From an optimization exercise on the open Yosys and OpenROAD flow, aimed at small area, a short achievable clock period and few clock cycles; shortcuts taken in it are not production practice.
In this exercise RTL edits were held to simulation tests only and were not proved equivalent to the original.
No activity file was given, so power comes from the tool's default toggle rates.

alpha:
## cordic_core
module cordic_core (
    input  wire         clk,
    input  wire         rst,
    input  wire         bus_write,
    input  wire         bus_read,
    input  wire [5:0]   addr,
    input  wire [31:0]  wdata,
    output reg  [31:0]  rdata,
    output reg          done
);
    wire d0 = ~wdata[31];
    wire d1 = d0 ? (wdata[30] | wdata[29]) : (wdata[30] & wdata[29]);
    wire [31:0] pm = ({d1, d0} == 2'd0) ? 32'd3441162979 : ({d1, d0} == 2'd1) ? 32'd219937507 : ({d1, d0} == 2'd2) ? 32'd4075029789 : 32'd853804317;
    wire [15:0] xm = ({d1, d0} == 2'd0) ? 16'h26d9 : ({d1, d0} == 2'd1) ? 16'h748b : ({d1, d0} == 2'd2) ? 16'h748b : 16'h26d9;
    wire [15:0] ym = ({d1, d0} == 2'd0) ? 16'h8b75 : ({d1, d0} == 2'd1) ? 16'h26d9 : ({d1, d0} == 2'd2) ? 16'hd927 : 16'h748b;
    wire [31:0] zm = wdata - pm;                 
    wire d2 = ~zm[31];
    wire [31:0] kp = ({d1, d0} == 2'd0) ? 32'd686345410 : ({d1, d0} == 2'd1) ? 32'd3907570882 : ({d1, d0} == 2'd2) ? 32'd52478600 : 32'd3273704072;
    wire [31:0] kn = ({d1, d0} == 2'd0) ? 32'd1021263224 : ({d1, d0} == 2'd1) ? 32'd4242488696 : ({d1, d0} == 2'd2) ? 32'd387396414 : 32'd3608621886;
    wire [31:0] zmp = wdata + kp, zmn = wdata + kn;
  ...
Size: ~2600 cells after synthesis, about 75 I/O pins, ~17000 µm² of cells after synthesis.
export LEC_CHECK = 0
export ABC_AREA = 1
export CAP_MARGIN = 20
export CORE_MARGIN = 2
export CORE_UTILIZATION = 50
export SETUP_SLACK_MARGIN = 5.0
export SLEW_MARGIN = 20
export TNS_END_PERCENT = 10
create_clock -name core_clock -period 10.0 [get_ports {clk}]
run.sh (not shown) runs the stock make flow with config.mk's settings and CLKGATE_MAP_FILE= SYNTH_SCRIPT=/design/flow/synth_recipe.tcl, a recipe that flattens the netlist after the stock synthesis.
alpha reached the final stage; the timing, design-rule and antenna checks on its layout passed.
Testbench counts of alpha, summed over its fixed seeds: cycles 64,000.
Relative to alpha, the following input files were edited for beta:
# alpha
export LEC_CHECK = 0
export ABC_AREA = 1
export CAP_MARGIN = 20
export CORE_MARGIN = 2
export CORE_UTILIZATION = 50
export SETUP_SLACK_MARGIN = 5.0
export SLEW_MARGIN = 20
export TNS_END_PERCENT = 10
create_clock -name core_clock -period 10.0 [get_ports {clk}]
# beta
export LEC_CHECK = 0
export ABC_AREA = 1
export CAP_MARGIN = 20
export CORE_MARGIN = 2
export CORE_UTILIZATION = 40
export SETUP_SLACK_MARGIN = 5.0
export SLEW_MARGIN = 20
create_clock -name core_clock -period 10.0 [get_ports {clk}]
Findings:
- Against alpha as the reference, beta delivers a lower final worst setup slack.
- Diff alpha and beta: first-pass GRT wire length higher in beta
- The final core utilization in beta was lower than what alpha gave.
- Compared with alpha, beta shows global-route usage lower by 6.7 points.
- Wire length (lower): alpha
- Compared with alpha, beta shows a post-placement setup slack that is 0.26 ns lower.
- Comparing alpha and beta, global routing usage on met3 is higher on alpha.
- Layout buffer count excluding clock buffers, alpha and beta: lower on alpha
- For alpha, the launching instance or port of the critical path was addr[0], unlike beta, where it was addr[3].
- From alpha to beta, cell depth of the worst hold path did not move at all.

* * *

## v36
cordic_core, a different RTL version from the one above (not shown whole).
For scale: about 16,000 um^2 of cells after synthesis.
clock: 10.0 ns
lec_check: 0
abc_area: 1
cap_margin: 20
core_margin: 2
core_utilization: 45
setup_slack_margin: 5.0
slew_margin: 20
tns_end_percent: 10
Testbench counts of v36, summed over its fixed seeds: cycles 64,000.
The following lists how v54 was set up differently from v36:
-- flow/config.mk --
<<< v36, line 9
export CAP_MARGIN = 20
export CORE_MARGIN = 2
export CORE_UTILIZATION = 45
export SETUP_SLACK_MARGIN = 5.0
export SLEW_MARGIN = 20
>>> v54, line 9
export CAP_MARGIN = 20
export CORE_MARGIN = 2
export CORE_UTILIZATION = 50
export SETUP_SLACK_MARGIN = 5.0
export SLEW_MARGIN = 20
==> comparison <==
Largest net degree at the start of global routing grows by more than 10% when moving from v36 to v54. For the minimum setup slack in the final design, v54 came in 0.011 ns higher than v36 did. The register-to-register slack reported for v54 is greater than that of v36 by 0.08 ns. In the metrics for v36 and v54, the one carrying the higher cell count is v36. Per the comparison of v54 with v36, total track usage now larger; area growth from synthesis to layout went up 0.35 points; proportion of cell area spent on the clock network shows an increase of 0.23 points; clock network fraction of total power increased by 0.9 points relative to the old numbers.
Modified inputs, v27 compared to v54
-- flow/config.mk --
<<< v54, line 12
export SETUP_SLACK_MARGIN = 5.0
export SLEW_MARGIN = 20
export TNS_END_PERCENT = 10
>>> v27, line 12
export SETUP_SLACK_MARGIN = 5.0
export SLEW_MARGIN = 20
[summary]
Summary of the comparison: multi-input logic portion of the cell area is lower in v27, relative to v54.
Power (lower): v27
Higher slack of the critical path among v54 and v27: v54
v27 vs. v54: non-clock buffer count rose 8; die area about even.
The final cell count on v54 is in line with that on v27.
Relative to v54, clock share of power decreased by 1.0 points in v27.
Part of the power in combinational logic, v54 and v27, higher one = v27.
Both conditions hold for v27: the flow ran to the end and the final layout passed the timing, design-rule and antenna checks.
Input changes introduced in v8 (baseline for comparison: v27):
-- flow/config.mk --
<<< v27, line 12
export SETUP_SLACK_MARGIN = 5.0
export SLEW_MARGIN = 20
>>> v8, line 12
export SETUP_SLACK_MARGIN = 5.0
export SLEW_MARGIN = 20
export TNS_END_PERCENT = 5
## What came out
- The higher delay of the slowest cell on the worst path came out of v8.
- Between v27 and v8, the maximum clock frequency figures differ only marginally.
- Compared v8 against v27; global-route usage within noise.
- Going from v27 to v8, final total power shows a reduction of 2.8%, final wirelength now sits at about the same level, global-route wire length before repair dropped 340 um, number of cells on the worst reg-to-reg path now sits lower.
- In the flow results for v8 and v27, the minimum setup slack in the final design is larger on v8.
- Taking v27 as the reference, in v8 final HPWL from detailed placement +1.1%, clock network latency to the later pin of the worst-skew pair neither gained nor lost much.
- Maximum fanout encountered on the critical timing path (higher): v8

* * *

cordic_core with an RTL version that a note above also has.
For scale: roughly 74 flip-flops, roughly 75 I/O pins, about 17000 um^2 of cells after synthesis.
// cordic_core
module cordic_core (
    input  wire         clk,
    input  wire         rst,
    input  wire         bus_write,
    input  wire         bus_read,
    input  wire [5:0]   addr,
    input  wire [31:0]  wdata,
    output reg  [31:0]  rdata,
    output reg          done
);
Settings: LEC_CHECK=0, ABC_AREA=1, CAP_MARGIN=20, CORE_MARGIN=2, CORE_UTILIZATION=50, SETUP_SLACK_MARGIN=5.0, SLEW_MARGIN=20; clock period 10.0 ns.
The first run finished clean.
Testbench counts at the start, summed over its fixed seeds: cycles 64,000.
Edit:
Settings changed: CORE_UTILIZATION 50 to 40, TNS_END_PERCENT from default to 10.
What happened: Final area decreases by a few percent. Clock power fell by roughly a tenth. Global-route usage goes down by 7.0 points. Count of clock-buffer cells in the layout is unchanged. Worst setup slack is worse by 0.12 ns. Combinational power shrinks by a few percent. Via count drops by a few percent. Die area climbs by a quarter to a third. First-iteration DRC count fell by about a fifth. Sequential share of layout area came out higher by 0.23 points.

## separate check: timing with driven ports
The flow's constraints put no driver on any port. The routed layouts listed below were extracted and timed again, unchanged, in two steps. Step 1 assumes that a clkbuf_16 drives the clock port and a buf_2 every other input. Step 2 moves the port delays by t, midway between the first and last clock arrival at a register: inputs arrive t later, outputs are due t later. That takes back most of the time a late clock gives input paths. Three values: ideal ports, drivers, drivers and shift; two values: the first two.
| run | shift t [ns] | setup WS [ns] | latest minus earliest clock arrival (ns) | pins driven straight from the clock port |
|---|---|---|---|---|
| alpha | 0.429 | 4.865 / 4.832 / 4.522 | 0.010 / 0.010 | 1 |
| beta | 0.448 | 4.842 / 4.812 / 4.549 | 0.013 / 0.013 | 1 |
| v36 | 0.435 | 4.920 / 4.887 / 4.702 | 0.023 / 0.023 | 1 |
| v54 | 0.422 | 4.932 / 4.893 / 4.696 | 0.006 / 0.006 | 1 |
| v27 | 0.421 | 4.903 / 4.864 / 4.669 | 0.003 / 0.004 | 1 |
| v8 | 0.430 | 4.914 / 4.910 / 4.513 | 0.006 / 0.007 | 1 |
| the first run of note 3 | 0.424 | 4.940 / 4.903 / 4.617 | 0.013 / 0.014 | 1 |
| the second run of note 3 | 0.455 | 4.817 / 4.784 / 4.784 | 0.016 / 0.016 | 1 |
After both steps every run listed still meets setup and hold. The setup slack of v8, which loses most, moves by -0.004 ns with the drivers and by -0.401 ns with both steps.
